Background: an optimization exercise with open tools, aiming at small area. Do not read the settings as production practice. At most, simulation tests tie the RTL to the original design; equivalence was not proved. The RTL of runs 1 to 3 was laid out without a check of its function. No activity file was given, so power comes from the tool's default toggle rates.

**flow/config.mk**
```make
export PLATFORM = sky130hd
export DESIGN_NAME = main
export DESIGN_NICKNAME = main
export VERILOG_FILES = /design/flow/design.v
export SDC_FILE = /design/flow/constraint.sdc
export NUM_CORES = 4
export LEC_CHECK = 0
export CAP_MARGIN = 20
export CORE_MARGIN = 2
export CORE_UTILIZATION = 40
export SLEW_MARGIN = 20
export SYNTH_HIERARCHICAL = 1
export SYNTH_MINIMUM_KEEP_SIZE = 0
```
**flow/constraint.sdc**
```tcl
create_clock -name core_clock -period 20.0 [get_ports {clk}]
set_input_delay 4.0000 -clock core_clock [delete_from_list [all_inputs] [get_ports {clk}]]
set_output_delay 4.0000 -clock core_clock [all_outputs]
set_load 0.01 [all_outputs]
```
**flow/design.v**
```verilog
module main
  #(
    parameter gate_width = 10,
    parameter MMa_width = 5
   )
   (
    input  logic clk, start_read, reset, ADC_SDAT,
    output logic iv_hold, iv_reset,
    output logic [gate_width:0] gate,
    output logic [MMa_width - 1:0] M, Ma,
    output logic ADC_SCLK, ADC_CS_N, ADC_SADDR, Tx_out,
    output logic [7:0] LED
   );
  logic       busy;
  logic [5:0] seg;
  logic [5:0] cnt;
  logic [3:0] gi;                       
  logic [2:0] mi, mai;                  
  logic [7:0] data;
  wire [5:0] s = seg;
  wire [5:0] c = cnt;
  wire term;
  seg_end u_term(.seg(seg), .cnt(cnt), .g3(gi[3]), .g1(gi[1]), .term(term));
  wire h_n, u, q, g1z, x27, ones, y, zeros, zn, idle_n, ib, e_n;
  c_nand2  u_hn  (.A(s[4]), .B(s[3]), .Y(h_n));
  c_nor2   u_u   (.A(s[5]), .B(s[4]), .Y(u));
  c_and4   u_q   (.A(s[4]), .B(s[3]), .C(s[2]), .D(s[1]), .X(q));
  c_nor4   u_g1z (.A(s[4]), .B(s[3]), .C(s[2]), .D(s[1]), .Y(g1z));
  c_nor3   u_hold(.A(s[5]), .B(q), .C(g1z), .Y(iv_hold));
  c_a21o   u_x27 (.A1(s[1]), .A2(s[0]), .B1(s[2]), .X(x27));
  c_a311o  u_rst (.A1(s[4]), .A2(s[3]), .A3(x27), .B1(s[5]), .C1(g1z), .X(iv_reset));
  c_a21oi  u_cs  (.A1(q), .A2(s[0]), .B1(s[5]), .Y(ADC_CS_N));
  c_nand2b u_sclk(.A_N(s[0]), .B(s[5]), .Y(ADC_SCLK));
  c_nor3   u_ones(.A(s[5]), .B(h_n), .C(s[2]), .Y(ones));
  c_nand2b u_y   (.A_N(s[1]), .B(s[2]), .Y(y));
  c_nor3   u_zero(.A(s[5]), .B(h_n), .C(y), .Y(zeros));
  c_inv    u_zn  (.A(zeros), .Y(zn));
  c_nand3b u_idle(.A_N(s[0]), .B(ones), .C(s[1]), .Y(idle_n));
  c_nor2   u_ib  (.A(idle_n), .B(busy), .Y(ib));
  c_nand4b u_en  (.A_N(s[1]), .B(ones), .C(s[0]), .D(term), .Y(e_n));
  wire pre3_n, pre, fin_n, p2a_n, p2;
  c_nand3  u_pr3 (.A(s[4]), .B(s[2]), .C(s[1]), .Y(pre3_n));
  c_nor3   u_pre (.A(s[5]), .B(s[0]), .C(pre3_n), .Y(pre));
  c_nand4  u_fin (.A(pre), .B(gi[3]), .C(gi[1]), .D(term), .Y(fin_n));
  c_nand3  u_p2a (.A(s[4]), .B(s[0]), .C(term), .Y(p2a_n));
  c_nor3   u_p2  (.A(s[5]), .B(s[3]), .C(p2a_n), .Y(p2));
  wire bq, busy_d;
  c_nand2b u_bq  (.A_N(busy), .B(start_read), .Y(bq));
  c_and2   u_bd  (.A(bq), .B(e_n), .X(busy_d));
  wire clr, t2n, t3n, t4n, t5n;
  wire [5:0] xn, cnt_d;
  c_or2    u_clr (.A(term), .B(ib), .X(clr));
  c_nor2   u_cd0 (.A(clr), .B(c[0]), .Y(cnt_d[0]));
  c_xnor2  u_cx1 (.A(c[1]), .B(c[0]), .Y(xn[1]));
  c_nand2  u_t2  (.A(c[1]), .B(c[0]), .Y(t2n));
  c_nand3  u_t3  (.A(c[2]), .B(c[1]), .C(c[0]), .Y(t3n));
  c_nand4  u_t4  (.A(c[3]), .B(c[2]), .C(c[1]), .D(c[0]), .Y(t4n));
  c_nand2b u_t5  (.A_N(t4n), .B(c[4]), .Y(t5n));
  c_xor2   u_cx2 (.A(c[2]), .B(t2n), .X(xn[2]));
  c_xor2   u_cx3 (.A(c[3]), .B(t3n), .X(xn[3]));
  c_xor2   u_cx4 (.A(c[4]), .B(t4n), .X(xn[4]));
  c_xor2   u_cx5 (.A(c[5]), .B(t5n), .X(xn[5]));
  genvar j;
  for (j = 1; j < 6; j++) begin : g_cd
    c_nor2 u_cd(.A(clr), .B(xn[j]), .Y(cnt_d[j]));
  end
  wire [5:0] sum, sc, seg_d;
  c_ha     u_s0  (.A(s[0]), .B(term),  .SUM(sum[0]), .COUT(sc[1]));
  c_ha     u_s1  (.A(s[1]), .B(sc[1]), .SUM(sum[1]), .COUT(sc[2]));
  c_ha     u_s2  (.A(s[2]), .B(sc[2]), .SUM(sum[2]), .COUT(sc[3]));
  c_ha     u_s3  (.A(s[3]), .B(sc[3]), .SUM(sum[3]), .COUT(sc[4]));
  c_ha     u_s4  (.A(s[4]), .B(sc[4]), .SUM(seg_d[4]), .COUT(sc[5]));
  c_xor2   u_s5  (.A(s[5]), .B(sc[5]), .X(seg_d[5]));
  c_and2   u_j0  (.A(sum[0]), .B(fin_n), .X(seg_d[0]));
  c_and2   u_j1  (.A(sum[1]), .B(fin_n), .X(seg_d[1]));
  c_a21o   u_j2  (.A1(sum[2]), .A2(fin_n), .B1(p2), .X(seg_d[2]));
  c_or2    u_j3  (.A(sum[3]), .B(p2), .X(seg_d[3]));
  wire advm, advg;
  wire [2:0] ma_d, m_d;
  wire [3:0] gx, gc, gi_d;
  c_and2   u_avm (.A(p2), .B(mai[2]), .X(advm));
  c_and2   u_avg (.A(advm), .B(mi[2]), .X(advg));
  idx5     u_ima (.q(mai), .adv(p2), .d(ma_d));
  idx5     u_im  (.q(mi), .adv(advm), .d(m_d));
  c_ha     u_g0  (.A(gi[0]), .B(advg),  .SUM(gx[0]), .COUT(gc[1]));
  c_ha     u_g1  (.A(gi[1]), .B(gc[1]), .SUM(gx[1]), .COUT(gc[2]));
  c_ha     u_g2  (.A(gi[2]), .B(gc[2]), .SUM(gx[2]), .COUT(gc[3]));
  c_xor2   u_g3  (.A(gi[3]), .B(gc[3]), .X(gx[3]));
  for (j = 0; j < 4; j++) begin : g_gd
    c_and2 u_gd(.A(gx[j]), .B(idle_n), .X(gi_d[j]));
  end
  wire de;
  c_and4b  u_de  (.A_N(s[0]), .B(s[5]), .C(h_n), .D(term), .X(de));
  always_ff @(posedge clk or negedge reset)
    if (!reset) begin
      busy <= 1'b0;
      seg  <= 6'd26;
      mi   <= 3'd0;
      mai  <= 3'd0;
    end else begin
      busy <= busy_d;
      seg  <= seg_d;
      mi   <= m_d;
      mai  <= ma_d;
    end
  always_ff @(posedge clk) begin
    cnt <= cnt_d;
    gi  <= gi_d;
    if (de) data <= {data[6:0], ADC_SDAT};
  end
  wire g0n, g1n, g2n, w;
  wire [3:0] gpn;
  wire [2:0] gqn;
  c_inv    u_g0n (.A(gi[0]), .Y(g0n));
  c_inv    u_g1n (.A(gi[1]), .Y(g1n));
  c_inv    u_g2n (.A(gi[2]), .Y(g2n));
  c_a21oi  u_gp0 (.A1(g1n), .A2(g0n), .B1(ones), .Y(gpn[0]));
  c_a21oi  u_gp1 (.A1(g1n), .A2(gi[0]), .B1(ones), .Y(gpn[1]));
  c_a21oi  u_gp2 (.A1(gi[1]), .A2(g0n), .B1(ones), .Y(gpn[2]));
  c_a21oi  u_gp3 (.A1(gi[1]), .A2(gi[0]), .B1(ones), .Y(gpn[3]));
  c_nor2   u_w   (.A(zeros), .B(gi[3]), .Y(w));
  c_a21oi  u_gq0 (.A1(w), .A2(g2n), .B1(ones), .Y(gqn[0]));
  c_a21oi  u_gq1 (.A1(w), .A2(gi[2]), .B1(ones), .Y(gqn[1]));
  c_a21oi  u_gq2 (.A1(zn), .A2(gi[3]), .B1(ones), .Y(gqn[2]));
  for (j = 0; j <= 10; j++) begin : g_gate
    c_nor2 u_o(.A(gpn[j % 4]), .B(gqn[j / 4]), .Y(gate[j]));
  end
  sel5 u_selm (.q(mi), .ones(ones), .zeros(zeros), .zn(zn), .o(M));
  sel5 u_selma(.q(mai), .ones(ones), .zeros(zeros), .zn(zn), .o(Ma));
  wire mlo, mhi, mn, inner;
  c_mux4   u_mlo (.A0(data[0]), .A1(data[1]), .A2(data[2]), .A3(data[3]), .S0(s[0]), .S1(s[1]), .X(mlo));
  c_mux4   u_mhi (.A0(data[4]), .A1(data[5]), .A2(data[6]), .A3(data[7]), .S0(s[0]), .S1(s[1]), .X(mhi));
  c_mux2i  u_mn  (.A0(mlo), .A1(mhi), .S(s[2]), .Y(mn));
  c_mux2   u_in  (.A0(s[2]), .A1(mn), .S(s[3]), .X(inner));
  c_nand2  u_tx  (.A(u), .B(inner), .Y(Tx_out));
  c_inv    u_led1(.A(Tx_out), .Y(LED[1]));
  assign ADC_SADDR = 1'b0;
  assign LED[0]    = busy;
  assign LED[7:2]  = 6'b000000;
endmodule
module seg_end(input logic [5:0] seg, input logic [5:0] cnt, input logic g3, g1,
               output logic term);
  wire [5:0] s = seg;
  wire pre = ~s[5] & s[4] & s[2] & s[1] & ~s[0];
  wire first = ~(g3 & g1);              
  wire [5:0] k;
  assign k[5] = (~s[5] & ~s[4] & s[3]) | (~s[5] & ~s[3] & s[2] & s[1] & s[0]) | (~s[5] & s[4] & ~s[1]);
  assign k[4] = (s[2] & s[1] & s[0]) | (~s[4] & s[3]) | (s[3] & ~s[1]) | s[5];
  assign k[3] = pre & first;
  assign k[2] = (~s[5] & ~s[4] & s[3]) | (~s[5] & ~s[3] & s[2] & s[1] & s[0]) | pre & first;
  assign k[1] = (~s[5] & ~s[4] & s[3]) | (~s[5] & s[4] & s[2] & ~s[1] & ~s[0]);
  assign k[0] = (~s[5] & s[3] & ~s[2] & ~s[1] & ~s[0]) | (~s[5] & s[4] & ~s[1] & s[0])
              | (~s[5] & s[4] & s[3] & ~s[2] & ~s[0]) | pre;
  assign term = &(cnt | ~k);
endmodule
module idx5(input logic [2:0] q, input logic adv, output logic [2:0] d);
  wire s0, c1, q10;
  c_ha     u_h  (.A(q[0]), .B(adv), .SUM(s0), .COUT(c1));
  c_nor2b  u_d0 (.A(q[2]), .B_N(s0), .Y(d[0]));
  c_xor2   u_d1 (.A(q[1]), .B(c1), .X(d[1]));
  c_and2   u_10 (.A(q[1]), .B(q[0]), .X(q10));
  c_mux2   u_d2 (.A0(q[2]), .A1(q10), .S(adv), .X(d[2]));
endmodule
module sel5(input logic [2:0] q, input logic ones, zeros, zn, output logic [4:0] o);
  wire q0n, q1n, z2, qn;
  wire [3:0] pn;
  c_inv    u_0n (.A(q[0]), .Y(q0n));
  c_inv    u_1n (.A(q[1]), .Y(q1n));
  c_a21oi  u_p0 (.A1(q1n), .A2(q0n), .B1(ones), .Y(pn[0]));
  c_a21oi  u_p1 (.A1(q1n), .A2(q[0]), .B1(ones), .Y(pn[1]));
  c_a21oi  u_p2 (.A1(q[1]), .A2(q0n), .B1(ones), .Y(pn[2]));
  c_a21oi  u_p3 (.A1(q[1]), .A2(q[0]), .B1(ones), .Y(pn[3]));
  c_nor2   u_z2 (.A(zeros), .B(q[2]), .Y(z2));
  c_nor2   u_qn (.A(ones), .B(z2), .Y(qn));
  genvar j;
  for (j = 0; j < 4; j++) begin : g_o
    c_nor2 u_o(.A(pn[j]), .B(qn), .Y(o[j]));
  end
  c_a21o   u_o4 (.A1(zn), .A2(q[2]), .B1(ones), .X(o[4]));
endmodule
module c_inv   (input logic A, output logic Y); assign Y = ~A; endmodule
module c_nand2 (input logic A, B, output logic Y); assign Y = ~(A & B); endmodule
module c_nor2  (input logic A, B, output logic Y); assign Y = ~(A | B); endmodule
module c_nand3 (input logic A, B, C, output logic Y); assign Y = ~(A & B & C); endmodule
module c_nor3  (input logic A, B, C, output logic Y); assign Y = ~(A | B | C); endmodule
module c_nand4 (input logic A, B, C, D, output logic Y); assign Y = ~(A & B & C & D); endmodule
module c_nor4  (input logic A, B, C, D, output logic Y); assign Y = ~(A | B | C | D); endmodule
module c_and2  (input logic A, B, output logic X); assign X = A & B; endmodule
module c_or2   (input logic A, B, output logic X); assign X = A | B; endmodule
module c_and4  (input logic A, B, C, D, output logic X); assign X = A & B & C & D; endmodule
module c_xor2  (input logic A, B, output logic X); assign X = A ^ B; endmodule
module c_xnor2 (input logic A, B, output logic Y); assign Y = ~(A ^ B); endmodule
module c_ha    (input logic A, B, output logic SUM, COUT); assign SUM = A ^ B; assign COUT = A & B; endmodule
module c_nand2b(input logic A_N, B, output logic Y); assign Y = ~(~A_N & B); endmodule
module c_nor2b (input logic A, B_N, output logic Y); assign Y = ~(A | ~B_N); endmodule
module c_nand3b(input logic A_N, B, C, output logic Y); assign Y = ~(~A_N & B & C); endmodule
module c_nand4b(input logic A_N, B, C, D, output logic Y); assign Y = ~(~A_N & B & C & D); endmodule
module c_and4b (input logic A_N, B, C, D, output logic X); assign X = ~A_N & B & C & D; endmodule
module c_a21o  (input logic A1, A2, B1, output logic X); assign X = (A1 & A2) | B1; endmodule
module c_a21oi (input logic A1, A2, B1, output logic Y); assign Y = ~((A1 & A2) | B1); endmodule
module c_a311o (input logic A1, A2, A3, B1, C1, output logic X); assign X = (A1 & A2 & A3) | B1 | C1; endmodule
module c_mux2  (input logic A0, A1, S, output logic X); assign X = S ? A1 : A0; endmodule
module c_mux2i (input logic A0, A1, S, output logic Y); assign Y = ~(S ? A1 : A0); endmodule
module c_mux4  (input logic A0, A1, A2, A3, S0, S1, output logic X);
  assign X = S1 ? (S0 ? A3 : A2) : (S0 ? A1 : A0);
endmodule
```
**flow/flow/run.sh**
```bash
#!/bin/bash
# Layout flow: the standard flow (standard.sh, unchanged synthesis) with
#  - the smallest buffer (buf_1) on each input and output port,
#  - a clock tree of clkbuf_4 only and no dummy clock loads,
#  - power recovery (downsizing of gates with slack) after global routing.
# The make output goes to standard.log; each tool's log is under orfs/logs.
bash standard.sh \
  BUFFER_PORTS_ARGS="-buffer_cell sky130_fd_sc_hd__buf_1" \
  RECOVER_POWER=100 \
  CTS_ARGS="-sink_clustering_enable -repair_clock_nets -dont_use_dummy_load -buf_list sky130_fd_sc_hd__clkbuf_4" \
  finish > standard.log 2>&1
```
**flow/standard.sh**
```bash
#!/bin/bash
# synth_recipe.tcl (not shown) runs the flow's synth.tcl, then flattens the netlist and writes it again
# the make line also repeats each setting of config.mk as NAME=value (left out here)
make -C /OpenROAD-flow-scripts/flow DESIGN_CONFIG=/design/flow/config.mk WORK_HOME=/design/flow/orfs CLKGATE_MAP_FILE= SYNTH_SCRIPT=/design/flow/synth_recipe.tcl "${@:-finish}"
```
==> qor.csv, run 1 <==
stage,metric,value,unit
status,status,"complete, but fails checks",
status,Violated Checks,"max-capacitance violations, max-slew violations",
power,switching pwr,20.91,uW
logic_synthesis,sequential fraction of the synthesis area,40.12,%
job,max-cap viol count,1,
drt,Iteration-0 DRC Markers,27,
drt,routed wire length per instance,12.66,um
clocking,root buffer cell,clkbuf_4,
clocking,maximum buffer depth of the clock tree,2,
clocking,Skew-Pair Late Insertion Delay,0.34,ns
logic_synthesis,top post-synthesis cells by area,"dfrtp_1, edfxtp_1, dfxtp_1",
global_routing,GRT Util Overall,14.27,%
drt,total routed wirelength,3.507,mm
cells_and_area,# diodes,0,
place,Cells after DPL,272,
timing,final worst setup slack,11.80,ns
logic_synthesis,Syn Area/Cell,10.15,um2
die,Core Region,4661,um2
die,I/O pin count,39,
clocking,H-tree levels,2,
timing,Fin. Hold Viols,0,
setup_path,critical path data arrival time,4.20,ns
global_routing,largest net degree at the start of global routing,22,
drt,vias per std cell,5.014,
place,"worst slack, placed",13.76,ns
die,Chip Width,73.25,um
power,internal power,76.17,uW
setup_path,CP cell instances,nand2_1 > nor3_1 > a21oi_1 > nor2_1 > buf_1,
timing,Final setup viols,0,
min_path,Hold/Removal Path Class,flip-flop to flip-flop,
place,detailed placement HPWL,2.472,mm
timing,Min Hold Slack,0.4590,ns
logic_synthesis,Synth top area share,13.05,%
drt,DR pass1 iterations,4,
global_routing,antenna violations before repair,0,
logic_synthesis,largest area contributor in the netlist,dfrtp_1,
logic_synthesis,Synth Register Bits,31,
timing,Worst-Margin Slew,2.811,ns
cells_and_area,Final nets,239,
power,Sw Ratio,21.54,%
die,Die ar.,5365,um2
setup_path,max incr delay on CP,2.17,ns
setup_path,Critical Path Fanout Max,21,
place,routability cong.,0.6883,
timing,RSZ-0062 raised after global routing,no,
logic_synthesis,synth warn,7,
clocking,CTS buffer count,5,
place,Port Buffers,31,
setup_path,Critical Path Source Type,flip-flop,
clocking,CTS Hold Bufs,0,
logic_synthesis,synth unique cells,40,
clocking,clk sinks,31,
power,static leakage,0.8312,nW
setup_path,type of the worst setup path,flip-flop to primary output,
timing,Final Cycle Share,41.00,%
die,initial core utilization,41.15,%
die,Cell Rows,25,
power,Comb power frac,1.4,%
cells_and_area,final cell count without fillers,277,
clocking,Worst-path clk slew,0.10,ns
timing,crit path time final,8.200,ns
drt,DR vias,1389,
setup_path,slowest stage cell on the critical path,nor3_1,
die,Die H,73.25,um
cells_and_area,synthesis-to-finish area growth,6.458,%
global_routing,vias in the first global route,1284,
drt,ANT nets after route,0,
setup_path,Worst setup EP type,primary output,
global_routing,first-pass GRT wire length,5.858,mm
timing,final setup TNS,0,ns
power,peak supply drop,21.48,uV
clocking,CTS tree,built,
cells_and_area,Fill cells,465,
cells_and_area,fraction of layout cells with a size suffix above 1,12.56,%
timing,clk_skew,0.02588,ns
logic_synthesis,Post-Synthesis Cells,189,
cells_and_area,Sequential cell area,769.5,um2
logic_synthesis,Mapped Area,1918,um2
setup_path,required time worst endpoint,16.00,ns
global_routing,"Remaining Overflow, GRT",0,
drt,DRC Markers,0,
timing,Final Max Tran Viols,22,
clocking,Post CTS Setup Buffer Count,0,
timing,Max Fclk,122.0,MHz
timing,worst relative slew slack,-88.84,%
clocking,"Gates resized, CTS repair",0,
power,clock network power share,32.4,%
setup_path,CP top delay family,simple AND/OR/NAND/NOR gates,
power,Power Total,97.08,uW
power,PwrDens,47.54,nW/um2
power,Seq pwr share,66.3,%
cells_and_area,multi-input combinational cell area,1006,um2
setup_path,CP Buf/Inv Count,1,
## sequential cells by signal, summed over array words and instances (netlist names)
signal and cells:
mai 3, mi 3, gi 4, busy 1
cnt 6, seg 6, data 8
## through the flow
step	util (%)	area, um2
floorplan	-	1941
global placement	44.43	2071
detailed placement	44.43	2071
CTS	45.23	2108
global route	43.81	2042
finish	43.81	2042
## per-module statistics from Yosys, one instance, submodules excluded, a selection
module | flops+latches | times used | cells inside | cell area [um2]
c_ha | 0 | 10 | 1 | 12.51
seg_end | 0 | 1 | 25 | 176.4
c_a311o | 0 | 1 | 1 | 10.01
main | 31 | 1 | 40 | 833.3
c_mux4 | 0 | 2 | 1 | 22.52
c_and4 | 0 | 1 | 1 | 8.758
c_and2 | 0 | 11 | 1 | 6.256
c_inv | 0 | 9 | 1 | 3.754
c_nand2 | 0 | 3 | 1 | 3.754
## logic make-up (layout without fill, tap and decap cells)
logic type,count (synthesis),in the layout,synth area share [%]
and+or+nand+nor,82,82,24.66
muxes,7,7,5.740
other,1,7,0.1955
buffers and inverters,20,48,5.479
adders and majority gates,10,10,6.523
DFF,31,31,40.12
AOI/OAI and AO/OA,29,29,13.18
xor gates and xnor gates,9,9,4.110
## per-layer routing
layer / GRT usage [%] / share of wire, %
met4: 6.790 / 1.4
met5: 0 / 0
met3: 2.901 / 2.9
met2: 22.12 / 46
met1: 19.01 / 49
## cells in the mapped netlist, drive strengths merged
master / n
a21oi: 17
mux2: 3
nand2b: 6
xnor2: 1
nor4: 1
nand4: 3
and2b: 1
o221ai: 1
nand3b: 1
mux2i: 2
nor2: 33
dfstp: 3
and2: 12
nand2: 6
a311oi: 1
buf: 8
edfxtp: 8
conb: 1
a311o: 1
or2: 2
nor3b: 1
xor2: 8
inv: 12
mux4: 2
nor3: 5
dfxtp: 10
a221oi: 1
nand3: 3
dfrtp: 10
and4b: 2
nor4bb: 1
nand4b: 1
nor2b: 2
o21ai: 3
a21o: 5
and4: 1
ha: 10
and3: 1
## layout make-up
type                    instances  area share [%]
clock buffers                   5           1.838
inverters                      12           2.206
multi-input cells             144           49.26
flip-flops and latches         31           37.68
well taps                      54           3.309
repair buffers                 31           5.699
## power by group through the flow
stage	logic [mW]	registers (mW)	clock network (mW)
after detailed placement	0.00134	0.0657	0
final	0.00132	0.0643	0.0314
after floorplan	0.00159	0.0657	0
after global routing	0.00155	0.0643	0.0347
after global placement	0.00132	0.0657	0
after CTS	0.00134	0.0644	0.0332
## cell usage in the layout, fill, tap and decap left out, drive strengths merged, types with 7 or more instances in the layout
master / instances
xor2: 8
conb: 7
and2: 12
dfrtp: 10
a21oi: 17
nor2: 33
buf: 30
edfxtp: 8
inv: 12
ha: 10
dfxtp: 10
## path summary, 6_finish.rpt
check                              from       to  slack, ns  cells past startpoint
worst max-delay path             seg[4]  gate[5]      11.80                      5
worst min-delay path            data[3]  data[4]       0.46                      0
worst max register to register   seg[4]   cnt[1]      15.68                      6
worst min register to register  data[3]  data[4]       0.46                      0
max in group asynchronous         reset     busy      15.77                      1
min in group asynchronous         reset   mai[2]       3.71                      1
==> run 2, diff against run 1 <==
--- a/flow/flow/run.sh
+++ b/flow/flow/run.sh
@@ -9,2 +9,3 @@
   RECOVER_POWER=100 \
+  SKIP_REPAIR_TIE_FANOUT=1 \
   CTS_ARGS="-sink_clustering_enable -repair_clock_nets -dont_use_dummy_load -buf_list sky130_fd_sc_hd__clkbuf_4" \
==> qor.csv, run 2 <==
stage,metric,value,unit
status,status,"complete, but fails checks",
status,Violated Checks,"max-capacitance violations, max-slew violations",
timing,Worst-Margin Slew,2.763,ns
die,Cell Rows,25,
place,detailed placement HPWL,2.495,mm
drt,DR pass1 iterations,4,
cells_and_area,Fill cells,478,
timing,Fin. Hold Viols,0,
die,I/O pin count,39,
cells_and_area,Largest regs,"data (8), cnt (6), seg (6)",
cells_and_area,"most common cell after layout, fill and taps aside",nor2_1,
min_path,Hold/Removal Path Class,flip-flop to flip-flop,
global_routing,GRT Util Overall,14.21,%
drt,vias per std cell,5.166,
clocking,CTS Hold Bufs,0,
clocking,Post CTS Setup Buffer Count,0,
cells_and_area,multi-input combinational cell area,980.9,um2
clocking,CTS buffer count,5,
cells_and_area,Final nets,233,
logic_synthesis,Post-Synthesis Cells,189,
timing,Final Max Tran Viols,22,
drt,routed wire length per instance,12.90,um
clocking,clk sinks,31,
global_routing,first-pass GRT wire length,5.899,mm
drt,DRC Markers,0,
die,initial core utilization,41.15,%
power,PwrDens,47.75,nW/um2
drt,ANT nets after route,0,
setup_path,Critical Path Fanout Max,21,
timing,Max Fclk,124.0,MHz
cells_and_area,Largest register FFs,8,
place,routability cong.,0.7049,
timing,final setup TNS,0,ns
setup_path,type of the worst setup path,flip-flop to primary output,
drt,Iteration-0 DRC Markers,54,
timing,Min Hold Slack,0.4587,ns
place,Port Buffers,31,
logic_synthesis,synth cell count leaders,"nor2_1, a21oi_2, and2_1, inv_1",
logic_synthesis,Most used DFF post-synth,dfxtp_1,
timing,worst relative slew slack,-85.60,%
logic_synthesis,Synth Register Bits,31,
global_routing,vias in the first global route,1281,
logic_synthesis,Syn Area/Cell,10.15,um2
logic_synthesis,Mapped Area,1918,um2
logic_synthesis,Synth top area share,13.05,%
power,static leakage,0.8094,nW
clocking,maximum buffer depth of the clock tree,2,
logic_synthesis,synth warn,7,
clocking,Skew-Pair Late Insertion Delay,0.33,ns
global_routing,antenna violations before repair,0,
timing,crit path time final,8.065,ns
clocking,CTS tree,built,
setup_path,critical path data arrival time,4.06,ns
cells_and_area,fraction of layout cells with a size suffix above 1,12.90,%
timing,RSZ-0062 raised after global routing,no,
cells_and_area,Sequential cell area,769.5,um2
logic_synthesis,top-count cell post-synth,nor2_1,
logic_synthesis,sequential fraction of the synthesis area,40.12,%
cells_and_area,Largest Register,data,
cells_and_area,# diodes,0,
clocking,"Gates resized, CTS repair",0,
die,Core Region,4661,um2
logic_synthesis,synth unique cells,40,
timing,Final setup viols,0,
setup_path,required time worst endpoint,16.00,ns
drt,DR vias,1400,
power,Power Total,96.30,uW
global_routing,"Remaining Overflow, GRT",0,
clocking,H-tree levels,2,
die,Die ar.,5365,um2
drt,total routed wirelength,3.497,mm
timing,clk_skew,0.03088,ns
die,Die H,73.25,um
logic_synthesis,asr flop ratio synth,41.94,%
global_routing,largest net degree at the start of global routing,22,
clocking,Worst-path clk slew,0.11,ns
die,Chip Width,73.25,um
cells_and_area,synthesis-to-finish area growth,5.153,%
power,peak supply drop,28.03,uV
setup_path,Worst setup EP type,primary output,
logic_synthesis,number of synthesized flops with an enable pin,8,
setup_path,Critical Path Source Type,flip-flop,
job,max-cap viol count,1,
logic_synthesis,top post-synthesis cells by area,"dfrtp_1, edfxtp_1, dfxtp_1",
logic_synthesis,largest area contributor in the netlist,dfrtp_1,
cells_and_area,most frequent cells in the layout,"nor2_1, buf_1, inv_1, a21oi_2",
clocking,root buffer cell,clkbuf_4,
timing,Final Cycle Share,40.32,%
==> run 2: worst max-delay path, stage by stage, from the launching register on <==
cell and delay, ns:
dfstp_1 0.78, nand2_1 0.17, nor3_1 2.13, a21oi_1 0.29, nor2_1 0.23, buf_1 0.17
==> run 2: stage by stage <==
step / setup slack [ns] / util [%] / cell area (um2) / cells
finish: 11.94 / 43.28 / 2017 / 271
CTS: 13.38 / 44.75 / 2086 / 271
floorplan: 13.74 / - / 1918 / 189
global placement: 13.82 / 43.95 / 2048 / 266
global route: 11.39 / 43.28 / 2017 / 271
detailed placement: 13.74 / 43.95 / 2048 / 266
==> run 2: routing by layer <==
layer / vias to the layer above / wire length, um / global-route usage, %
met4: 0 / 51 / 4.938
met1: 663 / 1712 / 19.34
li1: 708 / - / -
met5: - / 0 / 0
met3: 7 / 124 / 3.591
met2: 22 / 1609 / 21.92
==> run 2: layout make-up <==
class | count | share of cell area [%]
inverters | 12 | 2.233
flip-flops and latches | 31 | 38.15
multi-input cells | 138 | 48.64
well taps | 54 | 3.350
clock buffers | 5 | 1.861
repair buffers | 31 | 5.769
==> run 2: kinds of logic after synthesis <==
group | share of synthesized area, %
xor gates and xnor gates | 4.110
and+or+nand+nor | 24.66
buffers and inverters | 5.479
DFF | 40.12
muxes | 5.740
other | 0.1955
AOI/OAI and AO/OA | 13.18
adders and majority gates | 6.523
==> run 2: where the power goes <==
| part | leakage (nW) | switching (mW) | internal, mW | total [mW] |
|---|---|---|---|---|
| Clock | 0.0230 | 0.0190 | 0.0117 | 0.0307 |
| Combinational | 0.479 | 0.00116 | 0.000125 | 0.00129 |
| Sequential | 0.308 | 0.00000000000000000782 | 0.0643 | 0.0643 |
| Total | 0.809 | 0.0201 | 0.0762 | 0.0963 |
==> run 2: modules after synthesis, one instance, submodules excluded, excerpt <==
module	cell area, um2	flops+latches	cells	times used
c_a21oi	8.758	0	1	16
c_a311o	10.01	0	1	1
c_and2	6.256	0	1	11
c_and4b	10.01	0	1	1
c_mux4	22.52	0	1	2
c_nand2	3.754	0	1	3
c_nor4	12.51	0	1	1
c_or2	6.256	0	1	2
==> run 2: path summary, 6_finish.rpt <==
check                        start      end  slack, ns  cells past startpoint
max                         seg[4]  gate[7]      11.94                      5
min                        data[3]  data[4]       0.46                      0
max reg2reg                 seg[4]   cnt[2]      15.75                      6
min reg2reg                data[3]  data[4]       0.46                      0
max in group asynchronous    reset   seg[5]      15.78                      1
min in group asynchronous    reset   mai[1]       3.71                      1
==> run 3, diff against run 2 <==
--- a/flow/flow/run.sh
+++ b/flow/flow/run.sh
@@ -8,4 +8,2 @@
   BUFFER_PORTS_ARGS="-buffer_cell sky130_fd_sc_hd__buf_1" \
-  RECOVER_POWER=100 \
-  SKIP_REPAIR_TIE_FANOUT=1 \
   CTS_ARGS="-sink_clustering_enable -repair_clock_nets -dont_use_dummy_load -buf_list sky130_fd_sc_hd__clkbuf_4" \
==> qor.csv, run 3 <==
stage,metric,value,unit
logic_synthesis,Mapped Area,1918,um2
timing,worst relative slew slack,29.70,%
clocking,clk sinks,31,
global_routing,largest net degree at the start of global routing,22,
drt,DR vias,1379,
logic_synthesis,Most used DFF post-synth,dfxtp_1,
timing,Worst-Margin Slew,1.051,ns
timing,Final Max Tran Viols,0,
drt,routed wire length per instance,12.58,um
global_routing,vias in the first global route,1284,
clocking,CTS tree,built,
logic_synthesis,top-count cell post-synth,nor2_1,
logic_synthesis,xor and xnor fraction of the mapped netlist area,4.110,%
clocking,Skew-Pair Late Insertion Delay,0.34,ns
logic_synthesis,Synth top area share,13.05,%
global_routing,antenna violations before repair,0,
drt,ANT nets after route,0,
logic_synthesis,synth warn,7,
die,Die H,73.25,um
cells_and_area,synthesis-to-finish area growth,9.915,%
place,Port Buffers,31,
die,I/O pin count,39,
power,peak supply drop,20.82,uV
cells_and_area,Largest register FFs,8,
clocking,Worst-path clk slew,0.10,ns
setup_path,required time worst endpoint,16.00,ns
cells_and_area,fraction of layout cells with a size suffix above 1,18.39,%
clocking,maximum buffer depth of the clock tree,2,
clocking,root buffer cell,clkbuf_4,
timing,clk_skew,0.02624,ns
drt,total routed wirelength,3.484,mm
place,Cells after DPL,272,
timing,Final Cycle Share,33.11,%
setup_path,Worst setup EP type,primary output,
drt,DR pass1 iterations,4,
place,"worst slack, placed",13.76,ns
logic_synthesis,top post-synthesis cells by area,"dfrtp_1, edfxtp_1, dfxtp_1",
timing,final setup TNS,0,ns
setup_path,Critical Path Source Type,flip-flop,
die,initial core utilization,41.15,%
clocking,H-tree levels,2,
power,Power Total,97.54,uW
die,Core Region,4661,um2
place,detailed placement HPWL,2.472,mm
logic_synthesis,largest family of logic cells by synthesized area,simple AND/OR/NAND/NOR gates,
logic_synthesis,asr flop ratio synth,41.94,%
die,Cell Rows,25,
place,routability cong.,0.6883,
logic_synthesis,Syn Area/Cell,10.15,um2
logic_synthesis,sequential fraction of the synthesis area,40.12,%
logic_synthesis,compound-cell area share of the yosys netlist,13.18,%
timing,final worst setup slack,13.38,ns
logic_synthesis,synthesized-area fraction occupied by adder cells,6.523,%
cells_and_area,# diodes,0,
logic_synthesis,synth cell count leaders,"nor2_1, a21oi_2, and2_1, inv_1",
global_routing,GRT Util Overall,14.27,%
clocking,Post CTS Setup Buffer Count,0,
logic_synthesis,mux cell area share after synthesis,5.740,%
drt,Iteration-0 DRC Markers,51,
logic_synthesis,Post-Synth Simple-Gate Area,24.66,%
cells_and_area,Final nets,239,
logic_synthesis,Synth Register Bits,31,
setup_path,critical path data arrival time,2.62,ns
logic_synthesis,number of synthesized flops with an enable pin,8,
drt,DRC Markers,0,
setup_path,type of the worst setup path,flip-flop to primary output,
logic_synthesis,synth unique cells,40,
power,PwrDens,46.26,nW/um2
setup_path,Critical Path Fanout Max,21,
global_routing,first-pass GRT wire length,5.858,mm
cells_and_area,final cell count without fillers,277,
cells_and_area,Largest regs,"data (8), cnt (6), seg (6)",
clocking,"Gates resized, CTS repair",0,
die,Chip Width,73.25,um
timing,crit path time final,6.621,ns
cells_and_area,Largest Register,data,
power,static leakage,0.8528,nW
drt,vias per std cell,4.978,
logic_synthesis,Post-Synthesis Cells,189,
clocking,CTS buffer count,5,
die,Die ar.,5365,um2
clocking,CTS Hold Bufs,0,
status,status,"complete, no violations",
job,max-cap viol count,0,
cells_and_area,"most common cell after layout, fill and taps aside",nor2_1,
timing,Fin. Hold Viols,0,
timing,RSZ-0062 raised after global routing,no,
logic_synthesis,largest area contributor in the netlist,dfrtp_1,
global_routing,"Remaining Overflow, GRT",0,
min_path,Hold/Removal Path Class,flip-flop to flip-flop,
timing,Final setup viols,0,
timing,Max Fclk,151.0,MHz
cells_and_area,most frequent cells in the layout,"nor2_1, buf_1, a21oi_2",
run 3: metal layers:
metal | up-vias | global-route usage, % | part of all wire (%) | wire, um
met1 | 640 | 19.01 | 48 | 1668
met5 | - | 0 | 0 | 0
met4 | 0 | 6.790 | 2.1 | 72
li1 | 708 | - | - | -
met3 | 7 | 2.901 | 3.3 | 115
met2 | 24 | 22.12 | 47 | 1627
run 3: final timing paths:
check                           slack, ns  startpoint  cells after the start      end
worst min-delay path                 0.46     data[3]                      0  data[4]
worst min register to register       0.46     data[3]                      0  data[4]
worst max-delay path                13.38      seg[4]                      5     M[1]
min in group asynchronous            3.70       reset                      1   mai[2]
worst max register to register      16.58      seg[1]                     13    gi[3]
max in group asynchronous           15.79       reset                      1     busy
run 3: per-module statistics from Yosys, one instance, submodules excluded, excerpt:
module / cells inside / area [um2]
c_a21o: 1 / 7.507
c_nand3: 1 / 5.005
c_nor3: 1 / 10.01
c_nor4: 1 / 12.51
c_nand3b: 1 / 7.507
c_mux4: 1 / 22.52
c_and4: 1 / 8.758
run 3: power by group:
group                   switching, mW  total [mW]  internal [mW]
Sequential     0.00000000000000000668      0.0644         0.0644
Clock                          0.0202      0.0319         0.0117
Combinational                 0.00118     0.00131       0.000126
Total                          0.0213      0.0975         0.0762
run 3: metrics by stage:
step	utilization, %	area [um2]	hold WS [ns]
floorplan	-	1941	0.4207
global placement	44.43	2071	0.4319
detailed placement	44.43	2071	0.4351
CTS	45.23	2108	0.4577
global route	45.23	2108	0.4693
finish	45.23	2108	0.4592
run 3: area by class of cell:
class                   instances  area (um2)
repair buffers                 31       116.4
flip-flops and latches         31       769.5
well taps                      54       67.56
multi-input cells             144        1072
clock buffers                   5       37.54
fillers                       455        2552
inverters                      12       45.04
run 3: worst max-delay path, stage by stage, from the launching register on:
cell     delay [ns]
dfstp_2        0.69
nand2_1        0.18
nor3_4         0.89
nor2_1         0.20
nor2_1         0.15
buf_1          0.16
run 3: cells by family after synthesis:
| kind of cell | Yosys count |
|---|---|
| buffers and inverters | 20 |
| AND/OR/NAND/NOR | 82 |
| AO/OA/AOI/OAI | 29 |
| other | 1 |
| flip-flops | 31 |
| adder cells (fa/ha/maj) | 10 |
| XOR/XNOR | 9 |
| multiplexers | 7 |
==> run 4, diff against run 3 <==
--- a/flow/design.v
+++ b/flow/design.v
@@ -34,2 +34,5 @@
   c_nor3   u_ones(.A(s[5]), .B(h_n), .C(s[2]), .Y(ones));
+  wire ones_m, ones_a;                  
+  c_nor3   u_onm (.A(s[5]), .B(h_n), .C(s[2]), .Y(ones_m));
+  c_nor3   u_ona (.A(s[5]), .B(h_n), .C(s[2]), .Y(ones_a));
   c_nand2b u_y   (.A_N(s[1]), .B(s[2]), .Y(y));
@@ -127,4 +130,4 @@
   end
-  sel5 u_selm (.q(mi), .ones(ones), .zeros(zeros), .zn(zn), .o(M));
-  sel5 u_selma(.q(mai), .ones(ones), .zeros(zeros), .zn(zn), .o(Ma));
+  sel5 u_selm (.q(mi), .ones(ones_m), .zeros(zeros), .zn(zn), .o(M));
+  sel5 u_selma(.q(mai), .ones(ones_a), .zeros(zeros), .zn(zn), .o(Ma));
   wire mlo, mhi, mn, inner;
--- a/flow/flow/run.sh
+++ b/flow/flow/run.sh
@@ -8,2 +8,3 @@
   BUFFER_PORTS_ARGS="-buffer_cell sky130_fd_sc_hd__buf_1" \
+  RECOVER_POWER=100 \
   CTS_ARGS="-sink_clustering_enable -repair_clock_nets -dont_use_dummy_load -buf_list sky130_fd_sc_hd__clkbuf_4" \
==> qor.csv, run 4 <==
stage,metric,value,unit
status,status,"complete, no violations",
drt,ANT nets after route,0,
timing,final worst setup slack,13.46,ns
cells_and_area,most frequent cells in the layout,"nor2_1, buf_1, inv_1, a21oi_2",
logic_synthesis,top post-synthesis cells by area,"dfrtp_1, edfxtp_1, dfxtp_1",
cells_and_area,# diodes,0,
global_routing,"Remaining Overflow, GRT",0,
global_routing,first-pass GRT wire length,5.816,mm
timing,Final setup viols,0,
clocking,root buffer cell,clkbuf_4,
die,Chip Width,73.61,um
drt,vias per std cell,5.054,
logic_synthesis,Synth top area share,12.91,%
job,max-cap viol count,0,
clocking,H-tree levels,2,
drt,routed wire length per instance,12.47,um
power,internal power,76.17,uW
drt,total routed wirelength,3.479,mm
clocking,CTS Hold Bufs,0,
cells_and_area,Largest regs,"data (8), cnt (6), seg (6)",
clocking,clk sinks,31,
drt,Iteration-0 DRC Markers,70,
timing,Worst-Margin Slew,0.7516,ns
power,Seq pwr share,66.9,%
timing,worst relative slew slack,49.90,%
cells_and_area,"most common cell after layout, fill and taps aside",nor2_1,
cells_and_area,Largest Register,data,
timing,Min Hold Slack,0.4582,ns
setup_path,critical path data arrival time,2.54,ns
logic_synthesis,synth unique cells,40,
clocking,Post CTS Setup Buffer Count,0,
setup_path,Critical Path Fanout Max,15,
clocking,"Gates resized, CTS repair",0,
setup_path,required time worst endpoint,16.00,ns
timing,RSZ-0062 raised after global routing,no,
power,PwrDens,46.76,nW/um2
power,Comb power frac,1.3,%
logic_synthesis,number of synthesized flops with an enable pin,8,
global_routing,vias in the first global route,1290,
min_path,Hold/Removal Path Class,flip-flop to flip-flop,
place,"worst slack, placed",14.04,ns
timing,Fin. Hold Viols,0,
timing,crit path time final,6.536,ns
clocking,CTS buffer count,5,
timing,Final Max Tran Viols,0,
cells_and_area,fraction of layout cells with a size suffix above 1,12.89,%
timing,Max Fclk,153.0,MHz
place,routability cong.,0.7324,
logic_synthesis,Post-Synthesis Cells,191,
clocking,maximum buffer depth of the clock tree,2,
logic_synthesis,synth cell count leaders,"nor2_1, a21oi_2, and2_1, inv_1",
power,peak supply drop,18.89,uV
logic_synthesis,largest area contributor in the netlist,dfrtp_1,
power,Sw Ratio,20.81,%
setup_path,Critical Path Source Type,flip-flop,
cells_and_area,Fill cells,488,
timing,final setup TNS,0,ns
logic_synthesis,sequential fraction of the synthesis area,39.70,%
timing,Final Cycle Share,32.68,%
die,Die ar.,5418,um2
logic_synthesis,Synth Register Bits,31,
die,Core Region,4692,um2
cells_and_area,Largest register FFs,8,
die,Die H,73.61,um
die,initial core utilization,41.31,%
drt,DRC Markers,0,
cells_and_area,synthesis-to-finish area growth,6.133,%
drt,DR pass1 iterations,4,
logic_synthesis,Syn Area/Cell,10.15,um2
logic_synthesis,Most used DFF post-synth,dfxtp_1,
clocking,Skew-Pair Late Insertion Delay,0.33,ns
global_routing,antenna violations before repair,0,
global_routing,GRT Util Overall,14.15,%
power,clock network power share,31.8,%
die,Cell Rows,25,
clocking,Worst-path clk slew,0.09,ns
logic_synthesis,asr flop ratio synth,41.94,%
global_routing,largest net degree at the start of global routing,18,
timing,clk_skew,0.02052,ns
place,Port Buffers,31,
logic_synthesis,Mapped Area,1938,um2
setup_path,type of the worst setup path,flip-flop to primary output,
logic_synthesis,top-count cell post-synth,nor2_1,
clocking,CTS tree,built,
setup_path,Worst setup EP type,primary output,
power,static leakage,0.8258,nW
power,switching pwr,20.02,uW
cells_and_area,Final Util,43.84,%
cells_and_area,Final nets,241,
logic_synthesis,synth warn,7,
die,I/O pin count,39,
place,detailed placement HPWL,2.502,mm
drt,DR vias,1410,
-- run 4: changes by cell type after synthesis --
cell / before / now
nor3_2: 5 / 7
-- run 4: per-module statistics from Yosys (local to each module, per instance), excerpt --
module    area, um2  times used
c_a21o        7.507           4
c_a21oi       8.758          16
c_a311o       10.01           1
c_and4        8.758           1
c_and4b       10.01           1
c_ha          12.51          10
c_nand2b      6.256           4
c_nand3b      7.507           1
c_nand4b      8.758           1
c_nor2        3.754          32
c_nor2b       13.76           2
c_nor3        10.01           7
c_xnor2       8.758           1
c_xor2        8.758           8
seg_end       176.4           1
-- run 4: worst max-delay path, stage by stage (launching register included) --
cell	delay, ns
dfstp_1	0.80
nand2_1	0.25
nor3_1	0.47
nor2_1	0.12
a21oi_1	0.32
nor2_1	0.10
buf_1	0.14
-- run 4: cells by family after synthesis --
| kind of cell | after synthesis | synth area share [%] |
|---|---|---|
| AND/OR/NAND/NOR | 84 | 25.44 |
| flip-flops | 31 | 39.70 |
| AO/OA/AOI/OAI | 29 | 13.04 |
| buffers and inverters | 20 | 5.423 |
| adder cells (fa/ha/maj) | 10 | 6.456 |
| XOR/XNOR | 9 | 4.067 |
| multiplexers | 7 | 5.681 |
| other | 1 | 0.1935 |
-- run 4: power groups by stage --
stage          combinational [mW]  clock (mW)  sequential (mW)
2_1_floorplan             0.00159           0           0.0657
4_1_cts                   0.00135      0.0326           0.0644
3_5_place_dp              0.00136           0           0.0657
5_1_grt                   0.00157      0.0346           0.0643
3_3_place_gp              0.00134           0           0.0657
6_report                  0.00129      0.0306           0.0643
-- run 4: per-stage QoR --
step           total power [mW]  area, um2  instances
2_1_floorplan           0.06729       1961        197
3_3_place_gp            0.06703       2085        274
3_5_place_dp            0.06705       2085        274
4_1_cts                 0.09830       2122        279
5_1_grt                  0.1005       2057        279
6_report                0.09619       2057        279
-- run 4: layout make-up --
type	count	area, um2	share of cell area (%)
timing repair buffer	31	116.4	5.657
inverter	12	45.04	2.190
tap	54	67.56	3.285
multi-input combinational	146	1021	49.64
clock buffer	5	37.54	1.825
sequential	31	769.5	37.41
-- run 4: metal layers --
layer | vias up | wire length, um | track usage, %
met3 | 5 | 136 | 4.527
met2 | 28 | 1595 | 22.72
met1 | 660 | 1698 | 17.43
met4 | 0 | 48 | 6.061
met5 | - | 0 | 0
li1 | 717 | - | -
-- run 4: worst paths after layout --
| path | start | end | slack [ns] | cells after the start |
|---|---|---|---|---|
| setup / recovery | seg[4] | gate[4] | 13.46 | 6 |
| hold / removal | data[5] | data[6] | 0.46 | 0 |
| setup reg to reg | seg[1] | gi[3] | 16.03 | 13 |
| hold reg to reg | data[5] | data[6] | 0.46 | 0 |
| max in group asynchronous | reset | mai[1] | 15.80 | 1 |
| min in group asynchronous | reset | mi[0] | 3.71 | 1 |

-- separate check: timing with driven ports --
The flow's constraints put no driver on any port. The routed layouts listed below were extracted and timed again, unchanged, in two steps. Step 1 assumes that a clkbuf_16 drives the clock port and a buf_2 every other input. Step 2 also shifts input and output timing later by t, the mid clock arrival at the registers, as if the neighbouring blocks saw the same clock. Slacks: ideal / step 1 / step 2; pairs: ideal / step 1.
| run | t, ns | setup slack, ns | slew at the worst register clock pin (ns) | worst slew at a driven data input, ns | cell pins on the clock port's net |
|---|---|---|---|---|---|
| run 1 | 0.346 | 11.800 / 11.778 / 12.124 | 0.10 / 0.10 | 0.03 | 1 |
| run 2 | 0.339 | 11.935 / 11.911 / 12.250 | 0.11 / 0.11 | 0.03 | 1 |
| run 3 | 0.351 | 13.379 / 13.356 / 13.707 | 0.10 / 0.10 | 0.03 | 1 |
| run 4 | 0.342 | 13.464 / 13.439 / 13.780 | 0.09 / 0.09 | 0.03 | 1 |
